Background: an optimization exercise with open tools, aiming at small area, a short achievable clock period and few clock cycles. Do not read the settings as production practice. In this exercise RTL edits were held to simulation tests only and were not proved equivalent to the original. No activity file was given, so power comes from the tool's default toggle rates.

==> flow/design.v (outline; a module is shown in full before it is edited, if it fits) <==
// module rv32i_alu: 39 lines
// module rv32i_register: 19 lines
// module rv32i_csr: 91 lines
// module rv32c_decompress: 372 lines
// module rv32i_core: 363 lines
// module qspi_master: 215 lines
// module mem_ctl: 382 lines
// module cpu_top: 41 lines
module cpu_top (
    input  wire       clk,
    input  wire       rst_n,
    input  wire [1:0] boot_mode,
    output wire       flash_cs_n,
    output wire       ram_cs_n,
    output wire       qspi_sck,
    input  wire [3:0] qspi_io_in,
    output wire [3:0] qspi_io_out,
    output wire [3:0] qspi_io_oe,
    output wire       error_flag
);
  // ...
==> flow/run.sh <==
#!/bin/bash
# synth_recipe.tcl (not shown) runs the flow's synth.tcl, then flattens the netlist and writes it again
# the make line also repeats each setting of config.mk as NAME=value (left out here)
make -C /OpenROAD-flow-scripts/flow DESIGN_CONFIG=/design/flow/config.mk WORK_HOME=/design/flow/orfs CLKGATE_MAP_FILE= SYNTH_SCRIPT=/design/flow/synth_recipe.tcl finish
==> flow/config.mk <==
export PLATFORM = sky130hd
export DESIGN_NAME = cpu_top
export DESIGN_NICKNAME = cpu_top
export VERILOG_FILES = /design/flow/design.v
export SDC_FILE = /design/flow/constraint.sdc
export NUM_CORES = 8
export LEC_CHECK = 0
export CAP_MARGIN = 20
export CORE_MARGIN = 2
export CORE_UTILIZATION = 40
export SETUP_SLACK_MARGIN = 5
export SLEW_MARGIN = 20
==> flow/constraint.sdc <==
create_clock -name core_clock -period 10.0 [get_ports {clk}]
set_input_delay 2.0000 -clock core_clock [delete_from_list [all_inputs] [get_ports {clk}]]
set_output_delay 2.0000 -clock core_clock [all_outputs]
set_load 0.01 [all_outputs]
==> results.yml, run 1 <==
grt:
  grt_overflow_total: 0
  grt-busiest-layer: "met2"
  grt_max_degree: 145
synthesis:
  synth_mux_area_share_pct: 9.79
  ys.warnings.count: 49
  postSynthCellCount: 17400
  synth_top_cells_by_area: "edfxtp_1, mux4_2, dfrtp_1, nand2_1, o21ai_0"
cells_and_area:
  diodes: 57
  seq-cell-share_pct: 53.4
  final_cell_mix: "edfxtp_1, nand2_1, nor2_1, o21ai_0, a21oi_1"
  n_all_buffers: 792
  clkCellAreaFrac_pct: 6.52
  num-multi-input-gates: 11200
run_status:
  status: "timing/DRC/antenna clean"
floorplan:
  num_rows: 273
  pin_count: 20
  start_util_pct: 40.1
power_and_ir_drop:
  power.density_nw_per_um2: 173
  p_clk_uw: 18800
  max-vdd-ir-drop_v: 0.000194
sta:
  slew_headroom_pct: 8.72
worst_setup_path:
  critPathArrivalTime_ps: 5870
  rr_worst_depth: 10
  r2r_start: "cpu_core.e_ldw"
  startpoint: "cpu_core.e_ldw"
clock_tree:
  cts.sinks: 4630
Testbench counts, summed over its fixed seeds: cycles 1,004,204.
==> module rv32i_core, before the edit <==
module rv32i_core (
    input  wire        clk,
    input  wire        rst_n,
    input  wire        mem_init_done,
    output wire [23:0] f_addr,
    output wire [1:0]  f_wl,          
    input  wire        f_hit_lo,      
    input  wire        f_hit_hi,      
    input  wire [15:0] f_lo,
    input  wire [15:0] f_hi,
    output wire        f_req,         
    output wire [23:0] f_req_addr,
    output wire        d_ld,          
    output wire [24:0] d_addr,        
    input  wire        d_hit,
    input  wire [31:0] d_word,
    input  wire        st_ready,      
    output wire        st_valid,
    output wire        st_take,
    output wire [24:0] st_addr,
    output wire [31:0] st_data,
    output wire [2:0]  st_f3,
    output wire        o_error_flag
);
    localparam OP_R = 7'b0110011, OP_I = 7'b0010011, OP_L = 7'b0000011, OP_S = 7'b0100011,
               OP_B = 7'b1100011, OP_JAL = 7'b1101111, OP_JALR = 7'b1100111,
               OP_LUI = 7'b0110111, OP_AUIPC = 7'b0010111, OP_SYS = 7'b1110011,
               OP_FENCE = 7'b0001111;
    reg  [5:0] clr_cnt;
    wire       clearing = ~clr_cnt[5];
    wire       run = ~clearing & mem_init_done;
    reg [23:0] fpc;
    reg [1:0]  fwl;           
    reg        hb_valid;      
    reg [15:0] hb;
    reg [31:0] ir_raw;
    reg [4:0]  ir_ra1, ir_ra2;
    reg [23:0] ir_pc;
    reg        ir_valid;
    reg        ex_valid;
    reg [31:0] ex_ir;
    reg [23:0] ex_pc;
    reg [31:0] ex_a, ex_b, ex_rs2, ex_tgt;
    reg [24:0] ex_link;
    reg [3:0]  ex_alu_op;
    reg        ex_sub, ex_pred, ex_we;
    reg        ex_isR, ex_isI, ex_isL, ex_isS, ex_isB, ex_isJAL, ex_isJALR, ex_isLUI, ex_isAUIPC;
    reg        ex_csr, ex_ill, ex_ecall, ex_ebreak, ex_mret, ex_misal, ex_ctl;
    reg        e_ld;          
    reg        e_ldw;         
    reg [31:0] ld_word;
    reg [24:0] ld_addr;
    reg [2:0]  ld_f3;
    reg [4:0]  ld_rd;
    reg        ld_is_real;
    reg        ld_ones;       
    reg        error_flag_reg;
    wire [31:0] dec_instr;
    wire        dec_valid;
    rv32c_decompress decomp (.instr_16bit(ir_raw[15:0]), .instr_32bit(dec_instr), .is_valid(dec_valid));
    wire        ir_is16 = ir_raw[1:0] != 2'b11;
    wire        ir_c = ir_is16 & dec_valid;
    wire [31:0] ir = ir_is16 ? (dec_valid ? dec_instr : {16'd0, ir_raw[15:0]}) : ir_raw;
    wire [6:0] opc = ir[6:0];
    wire [2:0] f3  = ir[14:12];
    wire is_R = opc == OP_R, is_I = opc == OP_I, is_L = opc == OP_L, is_S = opc == OP_S,
         is_B = opc == OP_B, is_JAL = opc == OP_JAL, is_JALR = opc == OP_JALR,
         is_LUI = opc == OP_LUI, is_AUIPC = opc == OP_AUIPC, is_SYS = opc == OP_SYS,
         is_FENCE = opc == OP_FENCE;
    wire valid_op = is_R | is_I | is_L | is_S | is_B | is_JAL | is_JALR | is_LUI |
                    is_AUIPC | is_SYS | is_FENCE;
    wire [31:0] imm_i = {{20{ir[31]}}, ir[31:20]};
    wire [31:0] imm_s = {{20{ir[31]}}, ir[31:25], ir[11:7]};
    wire [31:0] imm_b = {{20{ir[31]}}, ir[7], ir[30:25], ir[11:8], 1'b0};
    wire [31:0] imm_u = {ir[31:12], 12'd0};
    wire [31:0] imm_j = {{12{ir[31]}}, ir[19:12], ir[20], ir[30:21], 1'b0};
    wire [31:0] rf1, rf2;
    wire [31:0] wb_data;
    wire        wb_we;
    wire [4:0]  wb_rd;
    wire [1:0] rq  = ir_raw[1:0];
    wire [2:0] rf3 = ir_raw[15:13];
    wire [4:0] ra1 = ir_ra1, ra2 = ir_ra2;
    wire r_cj  = ir_is16 & (rq == 2'b01) & (rf3[1:0] == 2'b01);
    wire r_cb  = ir_is16 & (rq == 2'b01) & (rf3[2:1] == 2'b11);
    wire r_jal = ~ir_is16 & (ir_raw[6:0] == OP_JAL);
    wire r_b   = ~ir_is16 & (ir_raw[6:0] == OP_B);
    wire [31:0] r_imm_cj = {{21{ir_raw[12]}}, ir_raw[8], ir_raw[10:9], ir_raw[6], ir_raw[7], ir_raw[2], ir_raw[11], ir_raw[5:3], 1'b0};
    wire [31:0] r_imm_cb = {{24{ir_raw[12]}}, ir_raw[6:5], ir_raw[2], ir_raw[11:10], ir_raw[4:3], 1'b0};
    wire [31:0] r_imm_j  = {{12{ir_raw[31]}}, ir_raw[19:12], ir_raw[20], ir_raw[30:21], 1'b0};
    wire [31:0] r_imm_b  = {{20{ir_raw[31]}}, ir_raw[7], ir_raw[30:25], ir_raw[11:8], 1'b0};
    wire [31:0] r_imm = ir_is16 ? (rf3[2] & rf3[1] ? r_imm_cb : r_imm_cj) : (ir_raw[2] ? r_imm_j : r_imm_b);
    rv32i_register regfile (
        .clk(clk), .rs1_addr(ra1), .rs2_addr(ra2),
        .rs1_data(rf1), .rs2_data(rf2),
        .rd_addr(wb_rd), .rd_data(wb_data), .rd_we(wb_we)
    );
    wire [4:0]  byp_rd;
    wire        byp_en;
    wire byp1 = byp_en & (byp_rd == ra1) & (ra1 != 5'd0);
    wire byp2 = byp_en & (byp_rd == ra2) & (ra2 != 5'd0);
    wire [31:0] rs1 = byp1 ? wb_data : rf1;
    wire [31:0] rs2 = byp2 ? wb_data : rf2;
    wire [31:0] pc32 = {8'd0, ir_pc};
    wire [31:0] d_a = is_AUIPC ? pc32 : is_LUI ? 32'd0 : rs1;
    wire [31:0] d_b = (is_R | is_B) ? rs2 : is_S ? imm_s : (is_AUIPC | is_LUI) ? imm_u : imm_i;
    wire [3:0]  d_alu_op = is_R ? {ir[30], f3} :
                           is_I ? {(f3 == 3'b101) & ir[30], f3} : 4'b0000;
    wire        d_sub = is_B | ((is_R | is_I) & (f3 == 3'b010 || f3 == 3'b011)) |
                        (is_R & ir[30] & (f3 == 3'b000));
    wire [31:0] d_tgt = pc32 + r_imm;
    wire [24:0] d_link = {1'b0, ir_pc} + (ir_is16 ? 25'd2 : 25'd4);
    wire        d_sys0 = is_SYS & (f3 == 3'b000);
    wire        d_pred = (r_jal | r_cj | (r_b & ir_raw[31]) | (r_cb & ir_raw[12])) & ~ir_pc[0];
    wire        d_ctl  = is_B | is_JAL | is_JALR | d_sys0;
    wire        d_csr  = is_SYS & (f3 != 3'b000);
    wire        d_we   = is_R | is_I | is_LUI | is_AUIPC | is_JAL | is_JALR |
                         (d_csr & (ir[11:7] != 5'd0));
    wire [31:0] alu_res, alu_sum;
    wire        alu_eq, alu_lt, alu_ltu;
    rv32i_alu alu (
        .op(ex_alu_op), .a(ex_a), .b(ex_b), .result(alu_res), .sum(alu_sum),
        .eq(alu_eq), .lt(alu_lt), .ltu(alu_ltu), .sub(ex_sub)
    );
    wire [2:0] e_f3 = ex_ir[14:12];
    reg br_taken;
    always @(*) begin
        case (e_f3)
            3'b000: br_taken = alu_eq;
            3'b001: br_taken = ~alu_eq;
            3'b100: br_taken = alu_lt;
            3'b101: br_taken = ~alu_lt;
            3'b110: br_taken = alu_ltu;
            3'b111: br_taken = ~alu_ltu;
            default: br_taken = 1'b0;
        endcase
    end
    wire [31:0] mem_addr = alu_sum;
    wire ld_misal = ex_isL & (((e_f3 == 3'b010) & (mem_addr[1:0] != 2'b00)) |
                              (((e_f3 == 3'b001) | (e_f3 == 3'b101)) & mem_addr[0]));
    wire st_misal = ex_isS & (((e_f3 == 3'b010) & (mem_addr[1:0] != 2'b00)) |
                              ((e_f3 == 3'b001) & mem_addr[0]));
    wire exc = ex_misal | ld_misal | st_misal | ex_ill | ex_ecall | ex_ebreak;
    wire [3:0] exc_cause = ex_misal ? 4'd0 : ld_misal ? 4'd4 : st_misal ? 4'd6 :
                           ex_ill ? 4'd2 : ex_ecall ? 4'd11 : 4'd3;
    wire [31:0] exc_val = ex_misal ? ((ex_isB & ~br_taken) ? {7'd0, ex_link} : ex_tgt) :
                          ex_ill ? ex_ir : (ld_misal | st_misal) ? mem_addr :
                          ex_ebreak ? {8'd0, ex_pc} : 32'd0;
    wire e_first = ex_valid & ~e_ld & ~e_ldw;
    wire a_flash = mem_addr[31:24] == 8'h00;
    wire a_psram = mem_addr[31:24] == 8'h01;
    wire a_periph = (mem_addr[31:12] >= 20'h40000) & (mem_addr[31:12] <= 20'h40005) & (mem_addr[11:8] == 4'h0);
    wire ld_real = (e_f3 == 3'b000) | (e_f3 == 3'b001) | (e_f3 == 3'b010) | (e_f3 == 3'b100) | (e_f3 == 3'b101);
    wire st_real = ld_real;
    wire st_wait = ex_isS & ~st_ready;
    assign st_valid = e_first & ex_isS & ~exc & st_ready & st_real & a_psram;
    assign st_take  = e_first & ex_isS & st_ready;      
    assign st_addr  = {a_psram, mem_addr[23:0]};
    assign st_data  = ex_rs2;
    assign st_f3    = e_f3;
    wire ld_go   = e_first & ex_isL & ~exc;
    wire trap    = e_first & exc;
    wire do_mret = e_first & ex_mret;
    wire br_fix  = e_first & ~exc & ex_isB & (br_taken != ex_pred);
    wire do_jalr = e_first & ~exc & ex_isJALR;
    wire exc_fast = ex_misal | ex_ill | ex_ecall | ex_ebreak;
    wire e_base_redir = trap | do_mret | do_jalr;
    wire e_isbr = e_first & ~exc_fast & ex_isB;
    wire redir_T = e_base_redir | (e_isbr & ~ex_pred);
    wire redir_N = e_base_redir | (e_isbr & ex_pred);
    wire ld_need = e_ld & ld_is_real;
    assign d_ld   = ld_need;
    assign d_addr = ld_addr;
    wire ld_look = e_ld & (~ld_need | d_hit);
    wire ld_done = e_ldw;
    wire [31:0] wsh = ld_word >> {ld_addr[1:0], 3'b000};
    reg  [31:0] ld_val;
    always @(*) begin
        case (ld_f3)
            3'b000: ld_val = {{24{wsh[7]}}, wsh[7:0]};
            3'b001: ld_val = {{16{wsh[15]}}, wsh[15:0]};
            3'b010: ld_val = wsh;
            3'b100: ld_val = {24'd0, wsh[7:0]};
            3'b101: ld_val = {16'd0, wsh[15:0]};
            default: ld_val = 32'd0;
        endcase
    end
    wire e_done = (e_first & ~exc & ~ex_isL & ~st_wait) | trap | ld_done;
    wire [31:0] csr_rdata;
    wire [23:0] mtvec, mepc;
    rv32i_csr csr_file (
        .clk(clk), .rst_n(rst_n),
        .csr_addr(ex_ir[31:20]), .csr_op(e_f3), .csr_src(ex_a), .csr_zimm(ex_ir[19:15]),
        .csr_we(e_first & ex_csr), .csr_rdata(csr_rdata),
        .trap(trap), .trap_cause(exc_cause), .trap_pc(ex_pc), .trap_val(exc_val),
        .mret(do_mret), .mtvec_out(mtvec), .mepc_out(mepc)
    );
    wire [31:0] e_res = (ex_isR | ex_isI) ? alu_res :
                        (ex_isLUI | ex_isAUIPC) ? alu_sum :
                        (ex_isJAL | ex_isJALR) ? {7'd0, ex_link} : csr_rdata;
    wire e_we = e_first & ~ex_misal & ex_we;       
    assign wb_we   = clearing | e_ldw | e_we;
    assign wb_rd   = clearing ? clr_cnt[4:0] : e_ldw ? ld_rd : ex_ir[11:7];
    assign wb_data = clearing ? 32'd0 : e_ldw ? ld_val : e_res;
    assign byp_rd  = e_ldw ? ld_rd : ex_ir[11:7];
    assign byp_en  = e_ldw | (e_first & ex_we);
    wire [23:0] tgt_base = trap ? mtvec : do_mret ? mepc : {alu_sum[23:1], 1'b0};
    wire [23:0] tgt_T = e_base_redir ? tgt_base : ex_tgt[23:0];
    wire [23:0] tgt_N = e_base_redir ? tgt_base : ex_link[23:0];
    wire ex_free = ~ex_valid | e_done;
    wire d_go    = run & ir_valid & ex_free;
    wire f_is32  = f_lo[1:0] == 2'b11;
    wire f_cross = ~fpc[0] & fpc[1] & (fpc[3:2] == 2'b11);
    wire [15:0] f_first  = hb_valid ? hb : f_lo;
    wire [15:0] f_second = hb_valid ? f_lo : f_hi;
    wire        f16 = f_first[1:0] != 2'b11;
    wire [2:0]  ff3 = f_first[15:13];
    reg  [4:0]  f_ra1, f_ra2;
    always @(*) begin
        if (!f16) begin
            f_ra1 = {f_second[3:0], f_first[15]};
            f_ra2 = f_second[8:4];
        end else begin
            case (f_first[1:0])
                2'b00: f_ra1 = (ff3 == 3'b000) ? 5'd2 : {2'b01, f_first[9:7]};
                2'b01: f_ra1 = (ff3 == 3'b000) ? f_first[11:7] : (ff3 == 3'b010) ? 5'd0 :
                               (ff3 == 3'b011) ? 5'd2 : {2'b01, f_first[9:7]};
                default: f_ra1 = ((ff3 == 3'b010) || (ff3 == 3'b110)) ? 5'd2 :
                                 ((ff3 == 3'b100) && !f_first[12] && (f_first[6:2] != 5'd0)) ? 5'd0 : f_first[11:7];
            endcase
            case (f_first[1:0])
                2'b00: f_ra2 = {2'b01, f_first[4:2]};
                2'b01: f_ra2 = (ff3[2:1] == 2'b11) ? 5'd0 : {2'b01, f_first[4:2]};
                default: f_ra2 = f_first[6:2];
            endcase
        end
    end
    reg         f_ok;
    reg         f_hb_load;
    reg  [31:0] f_instr;
    reg  [1:0]  f_adv;       
    always @(*) begin
        f_ok = 1'b0; f_hb_load = 1'b0; f_adv = 2'd1;
        f_instr = {f_hi, f_lo};
        if (hb_valid) begin
            f_ok = f_hit_lo;
            f_instr = {f_lo, hb};
        end else if (!f_is32) begin
            f_ok = f_hit_lo;
        end else if (f_cross) begin
            f_hb_load = f_hit_lo;
        end else begin
            f_ok = f_hit_lo & f_hit_hi;
            f_adv = 2'd2;
        end
    end
    wire [23:0] fpc_p2 = fpc + 24'd2;
    wire [23:0] fpc_p4 = fpc + 24'd4;
    wire [1:0]  wl_p2 = fpc_p2[3:2] + {1'b0, fpc_p2[1]};
    wire [1:0]  wl_p4 = fpc_p4[3:2] + {1'b0, fpc_p4[1]};
    reg [23:0] nfpc [0:1];
    reg [1:0]  nwl [0:1];
    reg        nirv [0:1], nhbv [0:1], nexv [0:1];
    reg        x_redir, x_dadv, x_dred, x_fload;
    reg [23:0] x_tgt;
    integer x;
    always @(*) begin
        for (x = 0; x < 2; x = x + 1) begin
            x_redir = x ? redir_T : redir_N;
            x_tgt   = x ? tgt_T : tgt_N;
            x_dadv  = d_go & ~x_redir;
            x_dred  = x_dadv & d_pred;
            x_fload = run & f_ok & (~ir_valid | x_dadv) & ~x_redir & ~x_dred;
            nexv[x] = x_redir ? 1'b0 : x_dadv ? 1'b1 : e_done ? 1'b0 : ex_valid;
            if (x_redir) begin
                nfpc[x] = x_tgt; nhbv[x] = 1'b0; nirv[x] = 1'b0;
                nwl[x] = x_tgt[3:2] + {1'b0, x_tgt[1]};
            end else if (x_dred) begin
                nfpc[x] = d_tgt[23:0]; nhbv[x] = 1'b0; nirv[x] = 1'b0;
                nwl[x] = d_tgt[3:2] + {1'b0, d_tgt[1]};
            end else if (x_fload) begin
                nfpc[x] = f_adv[1] ? fpc_p4 : fpc_p2; nhbv[x] = 1'b0; nirv[x] = 1'b1;
                nwl[x] = f_adv[1] ? wl_p4 : wl_p2;
            end else begin
                nirv[x] = x_dadv ? 1'b0 : ir_valid;
                if (f_hb_load & run) begin
                    nfpc[x] = fpc_p2; nhbv[x] = 1'b1; nwl[x] = wl_p2;
                end else begin
                    nfpc[x] = fpc; nhbv[x] = hb_valid; nwl[x] = fwl;
                end
            end
        end
    end
    wire bt = br_taken;
    assign f_addr = fpc;
    assign f_wl = fwl;
    assign f_req  = run & ~f_ok & ~f_hb_load & ~(ex_valid & ex_ctl) & ~(ir_valid & d_ctl);
    assign f_req_addr = (f_hit_lo & ~hb_valid) ? {fpc[23:4], fpc[3:2] + 2'd1, 2'b00} : fpc;
    always @(posedge clk or negedge rst_n) begin
        if (!rst_n) begin
            clr_cnt <= 6'd1;
            fpc <= 24'd0;
            fwl <= 2'd0;
            hb_valid <= 1'b0;
            ir_valid <= 1'b0;
            ex_valid <= 1'b0;
            e_ld <= 1'b0;
            e_ldw <= 1'b0;
            error_flag_reg <= 1'b0;
        end else begin
            if (clearing) clr_cnt <= clr_cnt + 6'd1;
            if (e_first & ex_ill) error_flag_reg <= 1'b1;
            if (ld_go) e_ld <= 1'b1;
            else if (ld_look) e_ld <= 1'b0;
            e_ldw <= ld_look;
            ex_valid <= bt ? nexv[1] : nexv[0];
            fpc      <= bt ? nfpc[1] : nfpc[0];
            fwl      <= bt ? nwl[1] : nwl[0];
            hb_valid <= bt ? nhbv[1] : nhbv[0];
            ir_valid <= bt ? nirv[1] : nirv[0];
        end
    end
    always @(posedge clk) begin
        if (f_ok & (~ir_valid | d_go)) begin
            ir_raw <= f_instr;
            ir_ra1 <= f_ra1;
            ir_ra2 <= f_ra2;
            ir_pc <= hb_valid ? fpc - 24'd2 : fpc;
        end
        if (f_hb_load) hb <= f_lo;
        if (d_go) begin
            ex_ir <= ir;
            ex_pc <= ir_pc;
            ex_a <= d_a;
            ex_b <= d_b;
            ex_rs2 <= rs2;
            ex_tgt <= d_tgt;
            ex_link <= d_link;
            ex_alu_op <= d_alu_op;
            ex_sub <= d_sub;
            ex_pred <= d_pred;
            ex_we <= d_we;
            ex_isR <= is_R; ex_isI <= is_I; ex_isL <= is_L; ex_isS <= is_S; ex_isB <= is_B;
            ex_isJAL <= is_JAL; ex_isJALR <= is_JALR; ex_isLUI <= is_LUI; ex_isAUIPC <= is_AUIPC;
            ex_csr <= d_csr;
            ex_ctl <= is_B | is_JALR | d_sys0;
            ex_ill <= ~valid_op;
            ex_ecall <= d_sys0 & (ir[31:20] == 12'h000);
            ex_ebreak <= d_sys0 & (ir[31:20] == 12'h001);
            ex_mret <= d_sys0 & (ir[31:20] == 12'h302);
            ex_misal <= (is_B | is_JAL) & ir_pc[0];
        end
        if (ld_look) ld_word <= ld_need ? d_word : {32{ld_ones}};
        if (ld_go) begin
            ld_addr <= {a_psram, mem_addr[23:0]};
            ld_f3 <= e_f3;
            ld_rd <= ex_ir[11:7];
            ld_is_real <= ld_real & (a_flash | a_psram);
            ld_ones <= ~a_periph;
        end
    end
    assign o_error_flag = error_flag_reg;
endmodule
==> module mem_ctl, before the edit <==
module mem_ctl #(
    parameter IC_SETS = 1,
    parameter IC_WAYS = 8,
    parameter DC_SETS = 1,
    parameter DC_WAYS = 8
) (
    input  wire        clk,
    input  wire        rst_n,
    input  wire [1:0]  boot_mode,
    output wire        init_done,
    input  wire [23:0] f_addr,
    input  wire [1:0]  f_wl,
    output wire        f_hit_lo,
    output wire        f_hit_hi,
    output wire [15:0] f_lo,
    output wire [15:0] f_hi,
    input  wire        f_req,
    input  wire [23:0] f_req_addr,
    input  wire        d_ld,
    input  wire [24:0] d_addr,
    output wire        d_hit,
    output wire [31:0] d_word,
    output wire        st_ready,
    input  wire        st_valid,
    input  wire        st_take,
    input  wire [24:0] st_addr,
    input  wire [31:0] st_data,
    input  wire [2:0]  st_f3,
    output wire        flash_cs_n,
    output wire        ram_cs_n,
    output wire        spi_sclk,
    input  wire [3:0]  spi_io_in,
    output wire [3:0]  spi_io_out,
    output wire [3:0]  spi_io_oe
);
    function integer lg2(input integer v);
        integer t;
        begin
            lg2 = 0;
            for (t = 1; t < v; t = t * 2) lg2 = lg2 + 1;
        end
    endfunction
    localparam ISB = (IC_SETS > 1) ? lg2(IC_SETS) : 1;
    localparam DSB = (DC_SETS > 1) ? lg2(DC_SETS) : 1;
    localparam ISL = lg2(IC_SETS);    
    localparam DSL = lg2(DC_SETS);
    localparam IWB = (IC_WAYS > 1) ? lg2(IC_WAYS) : 1;
    localparam DWB = (DC_WAYS > 1) ? lg2(DC_WAYS) : 1;
    localparam ITW = 20 - ISL;           
    localparam DTW = 21 - DSL;           
    localparam IL = IC_SETS * IC_WAYS;
    localparam DL = DC_SETS * DC_WAYS;
    wire        q_idle, q_rd_valid;
    wire        q_fsel;                  
    wire [31:0] q_rd_word;
    wire [1:0]  q_rd_idx;
    reg         q_start;
    reg  [1:0]  q_kind;
    reg  [23:0] q_addr;
    reg  [2:0]  q_nwords;
    reg         wb_valid;
    reg  [24:0] wb_addr;
    reg  [31:0] wb_data;
    reg  [2:0]  wb_f3;
    reg  [1:0]   bv, bc;              
    reg  [19:0]  bl [0:1];
    reg  [3:0]   blo [0:1];
    reg  [3:0]   bhi [0:1];
    reg  [127:0] bd [0:1];
    reg          bo;                  
    reg          bf;                  
    wire [4:0]   q_wnib_idx;
    wire [4:0]   fl_pos = {1'b0, blo[bf]} + {1'b0, q_wnib_idx[4:1]};
    wire [7:0]   fl_byte = bd[bf][fl_pos[3:0]*8 +: 8];
    wire [3:0]   q_wnib = q_wnib_idx[0] ? fl_byte[3:0] : fl_byte[7:4];
    qspi_master bus (
        .clk(clk), .rst_n(rst_n), .boot_mode(boot_mode), .init_done(init_done),
        .start(q_start), .kind(q_kind), .addr(q_addr), .nwords(q_nwords),
        .wbytes_m1({1'b0, bhi[q_fsel]} - {1'b0, blo[q_fsel]}), .wnib_idx(q_wnib_idx), .wnib(q_wnib),
        .idle(q_idle), .rd_valid(q_rd_valid), .rd_word(q_rd_word),
        .rd_idx(q_rd_idx),
        .sck(spi_sclk), .cs_f(flash_cs_n), .cs_r(ram_cs_n), .io_out(spi_io_out),
        .io_oe(spi_io_oe), .io_in(spi_io_in)
    );
    localparam O_NONE = 2'd0, O_WB = 2'd1, O_D = 2'd2, O_I = 2'd3;
    reg  [1:0]  owner;
    reg         owner_u;                  
    wire i_busy = ~q_idle & (owner == O_I);
    wire d_busy = ~q_idle & (owner == O_D);
    reg  i_req_q, d_req_q;
    reg [31:0]    ic_data [0:IL*4-1];
    reg [ITW-1:0] ic_tag  [0:IL-1];
    reg [3:0]     ic_vw   [0:IL-1];
    reg [IWB-1:0] ic_rr   [0:IC_SETS-1];
    wire [ISB-1:0] fi_set = (IC_SETS > 1) ? f_addr[4+ISB-1:4] : {ISB{1'b0}};
    wire [1:0]     fi_w   = f_addr[3:2];
    wire [ITW-1:0] fi_tag = f_addr[23:4+ISL];
    reg  [IC_WAYS-1:0] fi_tm;
    reg  [3:0]  fi_vw;
    reg  [15:0] fi_H, fi_L;
    reg  [IWB-1:0] fi_way;
    reg  [15:0] lsel;
    integer a;
    always @(*) begin
        fi_vw = 4'd0; fi_H = 16'd0; fi_L = 16'd0; fi_way = {IWB{1'b0}};
        for (a = 0; a < IC_WAYS; a = a + 1) begin
            fi_tm[a] = (ic_tag[fi_set * IC_WAYS + a] == fi_tag) && (ic_vw[fi_set * IC_WAYS + a] != 4'd0);
            lsel = ic_data[(fi_set * IC_WAYS + a) * 4 + f_wl][15:0];
            if (fi_tm[a]) begin
                fi_vw = fi_vw | ic_vw[fi_set * IC_WAYS + a];
                fi_H  = fi_H | ic_data[(fi_set * IC_WAYS + a) * 4 + fi_w][31:16];
                fi_L  = fi_L | lsel;
                fi_way = fi_way | a[IWB-1:0];
            end
        end
    end
    wire fi_any = |fi_tm;
    reg  [31:0] u_word;
    reg  [23:0] u_addr;
    reg         u_valid;
    wire        u_hit = u_valid & (u_addr == f_addr);
    assign f_hit_lo = f_addr[0] ? u_hit : fi_vw[fi_w];
    assign f_hit_hi = f_addr[0] ? u_hit :
                      (f_addr[1] ? ((fi_w != 2'd3) & fi_vw[f_wl]) : fi_vw[fi_w]);
    assign f_lo = f_addr[0] ? u_word[15:0]  : f_addr[1] ? fi_H : fi_L;
    assign f_hi = f_addr[0] ? u_word[31:16] : f_addr[1] ? fi_L : fi_H;
    reg [31:0]    dc_data [0:DL*4-1];
    reg [DTW-1:0] dc_tag  [0:DL-1];
    reg [3:0]     dc_vw   [0:DL-1];
    reg [DWB-1:0] dc_rr   [0:DC_SETS-1];
    wire [DSB-1:0] dp_set = (DC_SETS > 1) ? d_addr[4+DSB-1:4] : {DSB{1'b0}};
    wire [1:0]     dp_w   = d_addr[3:2];
    wire [DTW-1:0] dp_tag = d_addr[24:4+DSL];
    reg  [DC_WAYS-1:0] dp_tm;
    reg  [3:0]  dp_vw;
    reg  [31:0] dp_word;
    reg  [DWB-1:0] dp_way;
    always @(*) begin
        dp_vw = 4'd0; dp_word = 32'd0; dp_way = {DWB{1'b0}};
        for (a = 0; a < DC_WAYS; a = a + 1) begin
            dp_tm[a] = (dc_tag[dp_set * DC_WAYS + a] == dp_tag) && (dc_vw[dp_set * DC_WAYS + a] != 4'd0);
            if (dp_tm[a]) begin
                dp_vw = dp_vw | dc_vw[dp_set * DC_WAYS + a];
                dp_word = dp_word | dc_data[(dp_set * DC_WAYS + a) * 4 + dp_w];
                dp_way = dp_way | a[DWB-1:0];
            end
        end
    end
    wire dp_any = |dp_tm;
    reg    su_valid;          
    assign d_hit  = dp_vw[dp_w] & ~su_valid;
    assign d_word = dp_word;
    reg            st_upd;
    wire [DSB-1:0] ws_set = (DC_SETS > 1) ? wb_addr[4+DSB-1:4] : {DSB{1'b0}};
    wire [1:0]     ws_w   = wb_addr[3:2];
    wire [DTW-1:0] ws_tag = wb_addr[24:4+DSL];
    reg  [DC_WAYS-1:0] ws_tm;
    reg  [3:0]  ws_vw;
    reg  [DWB-1:0] ws_way;
    always @(*) begin
        ws_vw = 4'd0; ws_way = {DWB{1'b0}};
        for (a = 0; a < DC_WAYS; a = a + 1) begin
            ws_tm[a] = (dc_tag[ws_set * DC_WAYS + a] == ws_tag) && (dc_vw[ws_set * DC_WAYS + a] != 4'd0);
            if (ws_tm[a]) begin
                ws_vw = ws_vw | dc_vw[ws_set * DC_WAYS + a];
                ws_way = ws_way | a[DWB-1:0];
            end
        end
    end
    wire        ws_any   = |ws_tm;
    wire        ws_sw    = (wb_f3[1:0] == 2'b10);
    wire        ws_odd_h = (wb_f3 == 3'b101) & wb_addr[0];
    reg  [3:0]  ws_be;
    always @(*) begin
        case (wb_f3[1:0])
            2'b00:   ws_be = 4'b0001 << wb_addr[1:0];
            2'b01:   ws_be = wb_addr[1] ? 4'b1100 : 4'b0011;
            default: ws_be = 4'b1111;
        endcase
    end
    wire [31:0] ws_lanes = (wb_f3[1:0] == 2'b00) ? {4{wb_data[7:0]}} :
                           (wb_f3[1:0] == 2'b01) ? {2{wb_data[15:0]}} : wb_data;
    wire ws_write = ~ws_odd_h & ws_any & (ws_vw[ws_w] | ws_sw);
    reg            su_write, su_setvw, su_inval;
    reg  [DWB-1:0] su_way;
    assign st_ready = ~wb_valid & ~st_upd & ~su_valid & ~d_busy & ~d_req_q;
    wire [3:0]  s_lo = wb_addr[3:0];
    wire [4:0]  s_hi5 = {1'b0, wb_addr[3:0]} + ((wb_f3[1:0] == 2'b00) ? 5'd0 : (wb_f3[1:0] == 2'b01) ? 5'd1 : 5'd3);
    reg         s_cross;                                   
    reg  [3:0]  s_hi;
    reg  [15:0] s_be;
    wire        m_ok = bv[bo] & ~bc[bo] & (bl[bo] == wb_addr[23:4]) & ~s_cross &
                       ({1'b0, s_lo} <= {1'b0, bhi[bo]} + 5'd1) & ({1'b0, s_hi} + 5'd1 >= {1'b0, blo[bo]});
    wire        o_free = ~bv[bo];
    wire        x_free = ~bv[~bo];
    wire        s_go   = wb_valid & ~st_upd & ~s_cross & (m_ok | o_free | x_free) & ~(q_start & q_is_wr & (q_fsel == bo) & ~o_free);
    wire        s_goc  = wb_valid & ~st_upd & s_cross & ~bv[0] & ~bv[1];
    wire [31:0] s_lanes = (wb_f3[1:0] == 2'b10) ? wb_data :
                          (wb_f3[1:0] == 2'b00) ? {4{wb_data[7:0]}} :
                          wb_addr[0] ? {wb_data[7:0], wb_data[15:8], wb_data[7:0], wb_data[15:8]} :
                                       {2{wb_data[15:0]}};
    wire        s_tb = (m_ok | o_free) ? bo : ~bo;           
    integer j;
    wire d_miss = d_ld & ~dp_vw[dp_w] & ~su_valid;
    wire [2:0] d_nw = 3'd4 - {1'b0, d_addr[3:2]};
    wire [2:0] i_nw = f_req_addr[0] ? 3'd1 : 3'd4 - {1'b0, f_req_addr[3:2]};
    reg  wr_act;                                              
    wire wr_done = wr_act & q_idle;
    wire [1:0] bve = bv & ~({1'b0, wr_done} << bf);           
    wire b_old  = bve[~bo];                                   
    wire b_now  = bve[bo] & (bc[bo] | d_req_q | ~i_req_q);    
    wire st_pend = wb_valid | bv[0] | bv[1];
    wire q_is_wr = b_old | b_now;
    assign q_fsel = b_old ? ~bo : bo;
    always @(*) begin
        q_start = 1'b0; q_kind = 2'd0; q_nwords = i_nw;
        q_addr = f_req_addr[0] ? f_req_addr : {f_req_addr[23:2], 2'b00};
        if (q_is_wr) begin
            q_kind = 2'd2; q_addr = {bl[q_fsel], blo[q_fsel]};
        end else if (d_req_q) begin
            q_kind = d_addr[24] ? 2'd1 : 2'd0; q_addr = {d_addr[23:2], 2'b00}; q_nwords = d_nw;
        end
        if (q_idle & init_done & (q_is_wr | (d_req_q & ~st_pend) | (i_req_q & ~d_req_q))) q_start = 1'b1;
    end
    wire start_d = q_start & ~q_is_wr & d_req_q;
    wire start_i = q_start & ~q_is_wr & ~d_req_q;
    wire [IWB-1:0] i_alloc = fi_any ? fi_way : ic_rr[fi_set];
    wire [DWB-1:0] d_alloc = dp_any ? dp_way : dc_rr[dp_set];
    reg  [lg2(IL)-1:0] ifill_l;
    reg  [lg2(DL)-1:0] dfill_l;
    reg  [1:0] ifill_w, dfill_w;
    integer k;
    always @(posedge clk or negedge rst_n) begin
        if (!rst_n) begin
            owner <= O_NONE;
            owner_u <= 1'b0;
            i_req_q <= 1'b0;
            d_req_q <= 1'b0;
            wb_valid <= 1'b0;
            bv <= 2'b00;
            bc <= 2'b00;
            bo <= 1'b0;
            bf <= 1'b0;
            wr_act <= 1'b0;
            st_upd <= 1'b0;
            su_valid <= 1'b0;
            su_write <= 1'b0;
            su_setvw <= 1'b0;
            su_inval <= 1'b0;
            su_way <= {DWB{1'b0}};
            u_valid <= 1'b0;
            for (k = 0; k < IL; k = k + 1) ic_vw[k] <= 4'd0;
            for (k = 0; k < DL; k = k + 1) dc_vw[k] <= 4'd0;
            for (k = 0; k < IC_SETS; k = k + 1) ic_rr[k] <= {IWB{1'b0}};
            for (k = 0; k < DC_SETS; k = k + 1) dc_rr[k] <= {DWB{1'b0}};
        end else begin
            i_req_q <= f_req & ~i_busy;
            d_req_q <= d_miss & ~d_busy;
            st_upd <= st_valid;
            su_valid <= st_upd;
            if (st_upd) begin
                su_write <= ws_write;
                su_setvw <= ~ws_odd_h & ws_any & ws_sw;
                su_inval <= ws_odd_h;
                su_way <= ws_way;
            end
            if (wr_done) begin
                bv[bf] <= 1'b0; bc[bf] <= 1'b0; wr_act <= 1'b0;
            end
            if (q_start) begin
                if (q_is_wr) begin
                    owner <= O_WB;
                    bf <= q_fsel;
                    bc[q_fsel] <= 1'b1;
                    wr_act <= 1'b1;
                end
                else if (d_req_q) owner <= O_D;
                else begin owner <= O_I; owner_u <= f_req_addr[0]; end
            end
            if (start_d) begin
                d_req_q <= 1'b0;
                if (!dp_any) begin
                    dc_vw[dp_set * DC_WAYS + d_alloc] <= 4'd0;
                    dc_rr[dp_set] <= (dc_rr[dp_set] == DC_WAYS - 1) ? {DWB{1'b0}} : dc_rr[dp_set] + 1'b1;
                end
            end
            if (start_i) begin
                i_req_q <= 1'b0;
                if (f_req_addr[0]) u_valid <= 1'b0;
                else if (!fi_any) begin
                    ic_vw[fi_set * IC_WAYS + i_alloc] <= 4'd0;
                    ic_rr[fi_set] <= (ic_rr[fi_set] == IC_WAYS - 1) ? {IWB{1'b0}} : ic_rr[fi_set] + 1'b1;
                end
            end
            if (st_valid) wb_valid <= 1'b1;
            if (s_go) begin
                wb_valid <= 1'b0;
                if (m_ok) ;
                else if (o_free) bv[bo] <= 1'b1;
                else begin
                    bc[bo] <= 1'b1; bv[~bo] <= 1'b1; bo <= ~bo;
                end
            end
            if (s_goc) begin
                wb_valid <= 1'b0;
                bv <= 2'b11; bc <= 2'b11; bo <= 1'b1;    
            end
            if (q_start && q_is_wr && q_fsel == bo) bo <= ~bo;
            if (q_rd_valid && owner == O_I) begin
                if (owner_u) u_valid <= 1'b1;
                else ic_vw[ifill_l][ifill_w] <= 1'b1;
            end
            if (q_rd_valid && owner == O_D)
                dc_vw[dfill_l][dfill_w] <= 1'b1;
            if (su_valid) begin
                if (su_inval) begin
                    for (k = 0; k < DL; k = k + 1) dc_vw[k] <= 4'd0;
                end else if (su_setvw) begin
                    dc_vw[ws_set * DC_WAYS + su_way][ws_w] <= 1'b1;
                end
            end
        end
    end
    integer b;
    always @(posedge clk) begin
        if (st_upd) begin
            s_cross <= s_hi5[4];
            s_hi <= s_hi5[3:0];
            for (j = 0; j < 16; j = j + 1)
                s_be[j] <= (j[3:0] >= s_lo) && (j[4:0] <= s_hi5);
        end
        if (st_take) begin
            wb_addr <= st_addr;
            wb_data <= st_data;
            wb_f3 <= st_f3;
        end
        if (s_go) begin
            if (m_ok) begin
                if (s_lo < blo[bo]) blo[bo] <= s_lo;
                if (s_hi > bhi[bo]) bhi[bo] <= s_hi;
            end else begin
                bl[s_tb] <= wb_addr[23:4];
                blo[s_tb] <= s_lo;
                bhi[s_tb] <= s_hi;
            end
            for (j = 0; j < 16; j = j + 1)
                if (s_be[j]) bd[s_tb][j*8 +: 8] <= s_lanes[(j % 4)*8 +: 8];
        end
        if (s_goc) begin
            bl[0] <= wb_addr[23:4]; blo[0] <= 4'd15; bhi[0] <= 4'd15;
            bd[0] <= {wb_data[7:0], 120'd0};
            bl[1] <= wb_addr[23:4] + 20'd1; blo[1] <= 4'd0; bhi[1] <= 4'd0;
            bd[1] <= {120'd0, wb_data[15:8]};
        end
        if (start_d) begin
            dfill_l <= dp_set * DC_WAYS + d_alloc;
            dfill_w <= d_addr[3:2];
            dc_tag[dp_set * DC_WAYS + d_alloc] <= dp_tag;
        end
        if (start_i) begin
            ifill_l <= fi_set * IC_WAYS + i_alloc;
            ifill_w <= f_req_addr[3:2];
            if (!f_req_addr[0]) ic_tag[fi_set * IC_WAYS + i_alloc] <= fi_tag;
            u_addr <= f_req_addr;
        end
        if (q_rd_valid && owner == O_I) begin
            if (owner_u) u_word <= q_rd_word;
            else begin
                ic_data[ifill_l * 4 + ifill_w] <= q_rd_word;
                ifill_w <= ifill_w + 2'd1;
            end
        end
        if (q_rd_valid && owner == O_D) begin
            dc_data[dfill_l * 4 + dfill_w] <= q_rd_word;
            dfill_w <= dfill_w + 2'd1;
        end
        if (su_valid && su_write) begin
            for (b = 0; b < 4; b = b + 1)
                if (ws_be[b]) dc_data[(ws_set * DC_WAYS + su_way) * 4 + ws_w][b*8 +: 8] <= ws_lanes[b*8 +: 8];
        end
    end
endmodule
==> inputs of run 2 (changes only) <==
--- a/flow/design.v
+++ b/flow/design.v
@@ -570,4 +570,2 @@
     reg        e_ld;          
-    reg        e_ldw;         
-    reg [31:0] ld_word;
     reg [24:0] ld_addr;
@@ -669,3 +667,3 @@
                           ex_ebreak ? {8'd0, ex_pc} : 32'd0;
-    wire e_first = ex_valid & ~e_ld & ~e_ldw;
+    wire e_first = ex_valid & ~e_ld;
     wire a_flash = mem_addr[31:24] == 8'h00;
@@ -695,3 +693,4 @@
     wire ld_look = e_ld & (~ld_need | d_hit);
-    wire ld_done = e_ldw;
+    wire ld_done = ld_look;
+    wire [31:0] ld_word = ld_need ? d_word : {32{ld_ones}};
     wire [31:0] wsh = ld_word >> {ld_addr[1:0], 3'b000};
@@ -722,7 +721,7 @@
     wire e_we = e_first & ~ex_misal & ex_we;       
-    assign wb_we   = clearing | e_ldw | e_we;
-    assign wb_rd   = clearing ? clr_cnt[4:0] : e_ldw ? ld_rd : ex_ir[11:7];
-    assign wb_data = clearing ? 32'd0 : e_ldw ? ld_val : e_res;
-    assign byp_rd  = e_ldw ? ld_rd : ex_ir[11:7];
-    assign byp_en  = e_ldw | (e_first & ex_we);
+    assign wb_we   = clearing | ld_done | e_we;
+    assign wb_rd   = clearing ? clr_cnt[4:0] : e_ld ? ld_rd : ex_ir[11:7];
+    assign wb_data = clearing ? 32'd0 : e_ld ? ld_val : e_res;
+    assign byp_rd  = e_ld ? ld_rd : ex_ir[11:7];
+    assign byp_en  = e_ld | (e_first & ex_we);
     wire [23:0] tgt_base = trap ? mtvec : do_mret ? mepc : {alu_sum[23:1], 1'b0};
@@ -828,3 +827,2 @@
             e_ld <= 1'b0;
-            e_ldw <= 1'b0;
             error_flag_reg <= 1'b0;
@@ -835,3 +833,2 @@
             else if (ld_look) e_ld <= 1'b0;
-            e_ldw <= ld_look;
             ex_valid <= bt ? nexv[1] : nexv[0];
@@ -873,3 +870,2 @@
         end
-        if (ld_look) ld_word <= ld_need ? d_word : {32{ld_ones}};
         if (ld_go) begin
@@ -1310,4 +1306,7 @@
     wire b_now  = bve[bo] & (bc[bo] | d_req_q | ~i_req_q);    
-    wire st_pend = wb_valid | bv[0] | bv[1];
-    wire q_is_wr = b_old | b_now;
+    wire d_conf = wb_valid | (bv[0] & (bl[0] == d_addr[23:4]) & d_addr[24]) |
+                             (bv[1] & (bl[1] == d_addr[23:4]) & d_addr[24]);
+    wire d_go   = d_req_q & ~d_conf;
+    wire i_go   = i_req_q & ~d_req_q;
+    wire q_is_wr = ~d_go & ~i_go & (b_old | b_now);
     assign q_fsel = b_old ? ~bo : bo;
@@ -1316,11 +1315,11 @@
         q_addr = f_req_addr[0] ? f_req_addr : {f_req_addr[23:2], 2'b00};
-        if (q_is_wr) begin
-            q_kind = 2'd2; q_addr = {bl[q_fsel], blo[q_fsel]};
-        end else if (d_req_q) begin
+        if (d_go) begin
             q_kind = d_addr[24] ? 2'd1 : 2'd0; q_addr = {d_addr[23:2], 2'b00}; q_nwords = d_nw;
+        end else if (q_is_wr) begin
+            q_kind = 2'd2; q_addr = {bl[q_fsel], blo[q_fsel]};
         end
-        if (q_idle & init_done & (q_is_wr | (d_req_q & ~st_pend) | (i_req_q & ~d_req_q))) q_start = 1'b1;
+        if (q_idle & init_done & (q_is_wr | d_go | i_go)) q_start = 1'b1;
     end
-    wire start_d = q_start & ~q_is_wr & d_req_q;
-    wire start_i = q_start & ~q_is_wr & ~d_req_q;
+    wire start_d = q_start & d_go;
+    wire start_i = q_start & i_go;
     wire [IWB-1:0] i_alloc = fi_any ? fi_way : ic_rr[fi_set];
--- a/flow/config.mk
+++ b/flow/config.mk
@@ -10,2 +10,4 @@
 export CORE_UTILIZATION = 40
+export CTS_CLUSTER_DIAMETER = 80
+export CTS_CLUSTER_SIZE = 25
 export SETUP_SLACK_MARGIN = 5
==> run 2 against run 1 <==
  * Still clean
  * Wire length decreased by 0.98%
  * Critical path depth increased by 8
  * Worst setup slack got worse by 54 ps
  * Sequential power about the same
  * Final cell count fell by 1.5%
  * Utilization shrank 0.51 points
  * Sequential share of layout area is 0.64 points higher
  * Total power shrank 16%
  * Register-to-register slack lost 50 ps
  * Critical path type unchanged
  * Largest power group unchanged
==> results.yml, run 2 <==
grt:
  antenna_found_initial: 54
  track_usage_pct: 31.5
  grt_max_degree: 167
  grt_overflow_total: 0
  grt_pass1_wl_mm: 1240
  grt_pass1_vias: 153000
placement:
  dpl_cell_area_um2: 231000
  io_buffers: 19
  globalplace.congestion: 1.04
  dp_hpwl_mm: 568
  place_ws_ps: 3050
floorplan:
  num_rows: 272
  pin_count: 20
  die_h_um: 745
  start_util_pct: 40.1
  fp.coreArea_um2: 548000
  die_x_um: 745
  die-area_um2: 555000
power_and_ir_drop:
  p_leak_uw: 0.0812
  power.density_nw_per_um2: 148
  max-vdd-ir-drop_v: 0.000163
  finalPower_uw: 36400
synthesis:
  synth_top_area_share_pct: 53.5
  postSynthCellCount: 17300
  synth_simple_gate_area_share_pct: 9.53
  synth_xor_area_share_pct: 3.30
  synth_top_family_by_area: "compound AO/OA/AOI/OAI gates"
  synth.most_common_cell: "edfxtp_1"
  synth_seq_cells: 4597
  synth_cell_types: 105
  async_reset_ff_share_pct: 9.16
  synth.cell_area_um2: 220000
  seq_area_frac_synth_pct: 60.7
  synth_ff_type: "edfxtp_1"
  synth_top_cells_by_area: "edfxtp_1, mux4_2, dfrtp_1, nand2_1, o21ai_0"
  synth_top_area_cell: "edfxtp_1"
  synth.net_count: 17500
  synth_fa_ha_area_share_pct: 1.09
  synth_compound_area_share_pct: 13.1
  syn_area_per_cell_um2: 12.7
  ys.warnings.count: 49
  synth_edf_count: 3916
  synth_mux_area_share_pct: 9.53
  synth_commonest_cells: "edfxtp_1, nand2_1, nor2_1"
drt:
  drc: 0
  routed_wl_mm: 913
  drtIter0Drc: 31600
  num_vias: 167000
  routedWlPerCell_um: 36.8
  vias_per_cell: 6.75
  dr.pass1.iters: 13
  drtAntennaViolNets: 0
clock_tree:
  clock_latency_ps: 1060
  cts_max_level: 4
  cts_buffers: 237
  cts_buffer_depth: 4
  cts.sinks: 4597
  cts_tree: "built"
  root_buffer: "clkbuf_16"
  cts.clk_slew.worst_paths_ps: 110
sta:
  finalCriticalPeriod_ps: 5210
  slew_headroom_pct: 10.3
  drv_slew: 0
  fin_tns_setup_ps: 0
  rsz0062_at_grt: "yes"
  finalCritPeriodShare_pct: 52.1
  setup_slack_ps: 4790
  setup_viol_count_final: 0
  hold_viol_final: 0
  worst_pin_slew_ps: 1330
  clock.fmax_ghz: 0.192
  skew_ps: 65.6
job:
  cap_violations: 0
cells_and_area:
  final_common_cell: "edfxtp_1"
  final_area_um2: 247000
  top_regs: "mem_ctrl.dc_data (1024), mem_ctrl.ic_data (1024), cpu_core.regfile.regs (992)"
  drive_above_1_share_pct: 18.4
  final_cell_mix: "edfxtp_1, nand2_1, nor2_1, o21ai_0, a21oi_1"
  nNetsFinal: 17500
  area_growth_pct: 12.4
worst_setup_path:
  crit_type: "register to register"
  path_max_fanout: 26
  rr_worst_depth: 18
  critPathArrivalTime_ps: 6120
  end_kind: "register"
  start_kind: "register"
  required_ps: 10910
hold_path:
  hold-path-cell-count: 0
  hold_class: "register to register"
run_status:
  status: "timing/DRC/antenna clean"
==> run 2: cell types whose count changed after synthesis, sizes merged, moves of 58 or more <==
cell | before | now
mux2i | 354 | 257
nand3 | 300 | 402
xnor2 | 430 | 314
nor3 | 211 | 273
a22oi | 489 | 607
a221oi | 394 | 284
xor2 | 368 | 514
nor4 | 142 | 200
a22o | 353 | 274
==> run 2: worst paths after layout <==
| path | to | from | slack (ps) |
|---|---|---|---|
| max in group asynchronous | cpu_core.csr_file.mtime[26] | rst_n | 6960 |
| worst max-delay path | cpu_core.fpc[3] | cpu_core.fpc[8] | 4790 |
| worst max register to register | cpu_core.fpc[3] | cpu_core.fpc[8] | 4790 |
| worst min register to register | mem_ctrl.bus.s2 | mem_ctrl.bus.s1 | 370 |
| min in group asynchronous | mem_ctrl.bus.osr[20] | rst_n | 980 |
| worst min-delay path | mem_ctrl.bus.s2 | mem_ctrl.bus.s1 | 370 |
==> run 2: per-layer routing <==
layer	GRT usage (%)	share of wire, %	vias to the layer above
met2	45.6	42	13800
met5	0.649	0.092	-
met3	9.91	14	3081
met1	41.8	37	83600
li1	-	-	66900
met4	17.5	7.2	50
==> run 2: power breakdown <==
group          switching (µW)  total (µW)  internal, µW
Clock                    6830       11700          4880
Combinational            1680        2610           930
Sequential                416       22100         21700
==> run 2: through the flow <==
stage               std cells  utilization (%)  hold WS, ps
floorplan               17300                -          349
global placement        23900             42.1          353
detailed placement      24000             42.1          364
CTS                     24600             44.4          381
global route            24700             45.0          390
finish                  24800             45.1          372
==> run 2: final cells by class <==
cell class | instances | area (µm²)
Antenna cell | 49 | 123
Clock buffer | 286 | 6250
Clock inverter | 106 | 1360
Fill cell | 49000 | 301000
Inverter | 204 | 791
Multi-Input combinational cell | 11200 | 85000
Sequential cell | 4597 | 133000
Tap cell | 7261 | 9080
Timing Repair Buffer | 1076 | 10800
Timing Repair inverter | 1 | 7.51
==> run 2: logic make-up after synthesis <==
family,Yosys count
AOI/OAI and AO/OA,4325
muxes,1259
DFF,4597
adders and majority gates,188
xor gates and xnor gates,828
and+or+nand+nor,4593
buffers and inverters,1545
==> run 2: repair_timing <==
item / 4_1_cts / 5_1_grt
hold buffers: 0 / 0
endpoints found under the setup margin: 2975 / 2216
gates cloned: 33 / 24
setup buffers: 212 / 125
resized for setup: 513 / 409
pin swaps: 104 / 131
==> run 2: critical path, cell delays in order, from the launching register on <==
cell      delay (ps)
dfrtp_1          350
buf_6            290
xor2_1           170
nor3_4           420
buf_4            250
nand2_1          230
nor3_1           580
a21o_1           200
or4_1            100
mux4_2           350
buf_4            150
o311ai_4         110
a221oi_4         430
buf_6            220
a21o_1            90
a21oi_1           60
o41a_1           470
mux2_2           280
o21ai_1          270
Testbench counts of run 2, summed over its fixed seeds: cycles 975,465.
==> inputs of run 3 (changes only) <==
--- a/flow/design.v
+++ b/flow/design.v
@@ -1097,5 +1097,5 @@
     parameter IC_SETS = 1,
-    parameter IC_WAYS = 8,
+    parameter IC_WAYS = 7,
     parameter DC_SETS = 1,
-    parameter DC_WAYS = 8
+    parameter DC_WAYS = 10
 ) (
==> run 3 against run 2 <==
  * Utilization increased by 0.33 points
  * Combinational power up 21%
  * Final cell count rose by 6.0%
  * Sequential share of layout area is 0.96 points lower
  * Still clean on timing, DRC and antenna
  * Cell area grew 5.4%
  * Largest cell class unchanged
  * Total power up 9.7%
  * Clock-buffer cell count is 53 higher
  * Hold slack gained 5.1 ps
  * Clock skew rose by 41 ps
  * First-iteration DRC count decreased by 0.75%
  * Critical endpoint is now cpu_core.ex_b[19]
==> results.yml, run 3 <==
synthesis:
  synth.most_common_cell: "edfxtp_1"
  synth.net_count: 18700
  synth.cell_area_um2: 230000
  synth_top_cells_by_area: "edfxtp_1, mux4_2, dfrtp_1, nand2_1, o21ai_0"
  ys.warnings.count: 49
  synth_commonest_cells: "edfxtp_1, nand2_1, nor2_1"
  synth_cell_types: 114
  synth_edf_count: 4067
  synth_ff_type: "edfxtp_1"
  async_reset_ff_share_pct: 8.98
  syn_area_per_cell_um2: 12.5
  synth_top_area_share_pct: 53.0
  synth_seq_cells: 4754
  seq_area_frac_synth_pct: 59.9
  postSynthCellCount: 18500
  synth_top_area_cell: "edfxtp_1"
power_and_ir_drop:
  power.share.clock_pct: 34.9
  power.internal_uw: 29800
  combPwrFrac_pct: 7.9
  p_leak_uw: 0.0880
  pwr-share-seq_pct: 57.2
  switching_share_pct: 25.5
  power.switching_uw: 10200
  power.density_nw_per_um2: 154
  max-vdd-ir-drop_v: 0.000187
drt:
  vias_per_cell: 6.69
  drtAntennaViolNets: 0
  drtIter0Drc: 31400
  num_vias: 176000
  routedWlPerCell_um: 37.4
  routed_wl_mm: 983
  dr.pass1.iters: 13
  drc: 0
cells_and_area:
  utilization_pct: 45.4
  final_common_cell: "edfxtp_1"
  area_growth_pct: 12.9
  fin_cells: 26300
  multi_input_area_um2: 89800
  largest_reg_flops: 1280
  final_cell_mix: "edfxtp_1, nand2_1, nor2_1, o21ai_0, a21oi_1"
  top_register: "mem_ctrl.dc_data"
  drive_above_1_share_pct: 18.5
  seq_area_um2: 138000
  nNetsFinal: 18700
  fillers: 51300
  top_regs: "mem_ctrl.dc_data (1280), cpu_core.regfile.regs (992), mem_ctrl.ic_data (896)"
clock_tree:
  cts_tree: "built"
  cts.clk_slew.worst_paths_ps: 80
  cts_buffer_depth: 4
  cts.sinks: 4754
  cts_max_level: 5
  cts_buffers: 296
  ctsHoldBuffers: 0
  root_buffer: "clkbuf_16"
  clock_latency_ps: 1090
worst_setup_path:
  path_common_cell: "buf_4"
  startpoint: "cpu_core.ld_addr[8]"
  r2r_start: "cpu_core.ld_addr[8]"
  cp_slowest_cell: "o211ai_1"
  start_kind: "register"
  crit_type: "register to register"
  end_kind: "register"
  cp_cell_sequence: "buf_4 -> buf_4 -> xor2_1 -> nor4_2 -> nand3b_1 -> buf_4 -> o41ai_2 -> a211oi_1 -> and3_1 -> nand2_8 -> nor2_1 -> or3_4 -> nor2_4 -> or3_1 -> o211ai_1 -> o211ai_1"
  critPathMaxStageDelay_ps: 880
  path_max_fanout: 8
  required_ps: 10710
  critPathArrivalTime_ps: 5890
sta:
  fin_tns_setup_ps: 0
  finalCriticalPeriod_ps: 5180
  rsz0062_at_grt: "yes"
  hold_viol_final: 0
  worst_pin_slew_ps: 1410
  slew_headroom_pct: 5.33
  setup_viol_count_final: 0
  hold_slack_ps: 377
  finalCritPeriodShare_pct: 51.8
  clock.fmax_ghz: 0.193
  skew_ps: 107
  drv_slew: 0
grt:
  antenna_found_initial: 84
  grt_pass1_vias: 162000
  grt_max_degree: 95
  track_usage_pct: 32.3
  grt_pass1_wl_mm: 1330
  grt_overflow_total: 0
floorplan:
  start_util_pct: 40.2
  die-area_um2: 582000
  die_x_um: 763
  num_rows: 278
  die_h_um: 763
  pin_count: 20
  fp.coreArea_um2: 573000
job:
  cap_violations: 0
placement:
  dp.cells: 25300
  dp_hpwl_mm: 615
  globalplace.congestion: 1.04
  io_buffers: 19
run_status:
  status: "timing/DRC/antenna clean"
hold_path:
  hold_class: "register to register"
  worstHoldStart: "mem_ctrl.bus.s2"
-- run 3: cell count changes after synthesis, moves of 28 or more --
cell and change:
nand2_1 +292, edfxtp_1 +151, o21ai_0 +128, nor2_1 +121
mux2i_1 +111, clkbuf_1 +102, nand3_1 -93, xnor2_1 +76
mux2_2 +75, a21oi_1 +39, a22oi_1 +38, nand4_1 +31
a211oi_1 -28
-- run 3: cell families after synthesis --
family                   count (synthesis)  share of synthesized area (%)
multiplexers                          1457                           10.1
buffers and inverters                 1704                           2.92
AO/OA/AOI/OAI                         4514                           12.9
flip-flops                            4754                           59.9
XOR/XNOR                               892                           3.40
adder cells (fa/ha/maj)                180                          0.997
AND/OR/NAND/NOR                       4988                           9.79
-- run 3: cell type report --
| type | count | share of cell area (%) |
|---|---|---|
| Inverter | 231 | 0.360 |
| Tap cell | 7560 | 3.64 |
| Clock inverter | 168 | 0.871 |
| Timing Repair Buffer | 1134 | 4.48 |
| Timing Repair inverter | 11 | 0.0298 |
| Clock buffer | 339 | 2.98 |
| Antenna cell | 40 | 0.0385 |
| Multi-Input combinational cell | 12000 | 34.5 |
| Sequential cell | 4754 | 53.1 |
-- run 3: repair_timing --
item                                    CTS  global route
cloned                                   41            22
buffers inserted                        235           123
endpoints found under the hold margin     0             0
gates resized for setup                 584           316
setup endpoints to repair              3222          2366
pin swaps                               101           110
-- run 3: metal layers --
| metal | track usage [%] | up-vias | routed length, µm |
|---|---|---|---|
| met5 | 0.270 | - | 756 |
| met4 | 18.6 | 66 | 75000 |
| met3 | 10.3 | 3274 | 137000 |
| met2 | 47.6 | 13700 | 416000 |
| met1 | 42.1 | 87800 | 354000 |
| li1 | - | 71000 | - |
-- run 3: power by group through the flow --
stage | Clock (µW) | Sequential, µW | Combinational [µW]
finish | 13900 | 22900 | 3150
global route | 14600 | 22900 | 3470
CTS | 14000 | 22900 | 3070
detailed placement | 0 | 23300 | 3070
global placement | 0 | 23300 | 2920
floorplan | 0 | 23100 | 2040
-- run 3: worst paths after layout --
kind                                   endpoint  slack [ps]  cells after the start
max                           cpu_core.ex_b[19]        4820                     16
min                             mem_ctrl.bus.s3         380                      0
max reg2reg                   cpu_core.ex_b[19]        4820                     16
min reg2reg                     mem_ctrl.bus.s3         380                      0
max in group asynchronous  mem_ctrl.bus.isr[16]        7380                      2
min in group asynchronous  mem_ctrl.bus.osr[30]         920                      1
-- run 3: worst max-delay path: cells and delay by family (launching register included) --
kind | cells | cell delay [ps]
AOI/OAI and AO/OA | 4 | 1670
buffers and inverters | 3 | 600
xor gates and xnor gates | 1 | 190
and+or+nand+nor | 8 | 1950
DFF | 1 | 410
-- run 3: per-stage QoR --
stage / instance area (µm²) / power (µW) / setup WS, ps
6_report: 260000 / 40000 / 4820
5_1_grt: 260000 / 41000 / 4840
4_1_cts: 257000 / 39900 / 4990
3_5_place_dp: 241000 / 26400 / 2740
3_3_place_gp: 241000 / 26200 / 2710
2_1_floorplan: 230000 / 25200 / 4680
Testbench counts of run 3, summed over its fixed seeds: cycles 870,103.

==> afterwards: timing with drivers on the ports <==
How much do the figures lean on ideal ports? The routed layouts below were timed once more, with nothing changed but the port constraints. Step 1: set_driving_cell puts a clkbuf_16 on clk and a buf_2 on each other input, an assumption about the parent block. Step 2 moves the port delays by t, midway between the first and last clock arrival at a register: inputs arrive t later, outputs are due t later. That takes back most of the time a late clock gives input paths. Slacks: no drivers / after step 1 / after step 2; pairs: no drivers / after step 1.
run	shift t [ns]	setup WS [ns]	worst hold slack (ns)	worst setup path after step 2
run 1	1.172	4.846 / 4.846 / 4.846	0.375 / 0.375 / 0.375	register to register
run 2	1.153	4.791 / 4.791 / 4.791	0.372 / 0.372 / 0.372	register to register
run 3	1.188	4.824 / 4.824 / 4.824	0.377 / 0.377 / 0.377	register to register
After both steps every run listed still meets setup and hold.
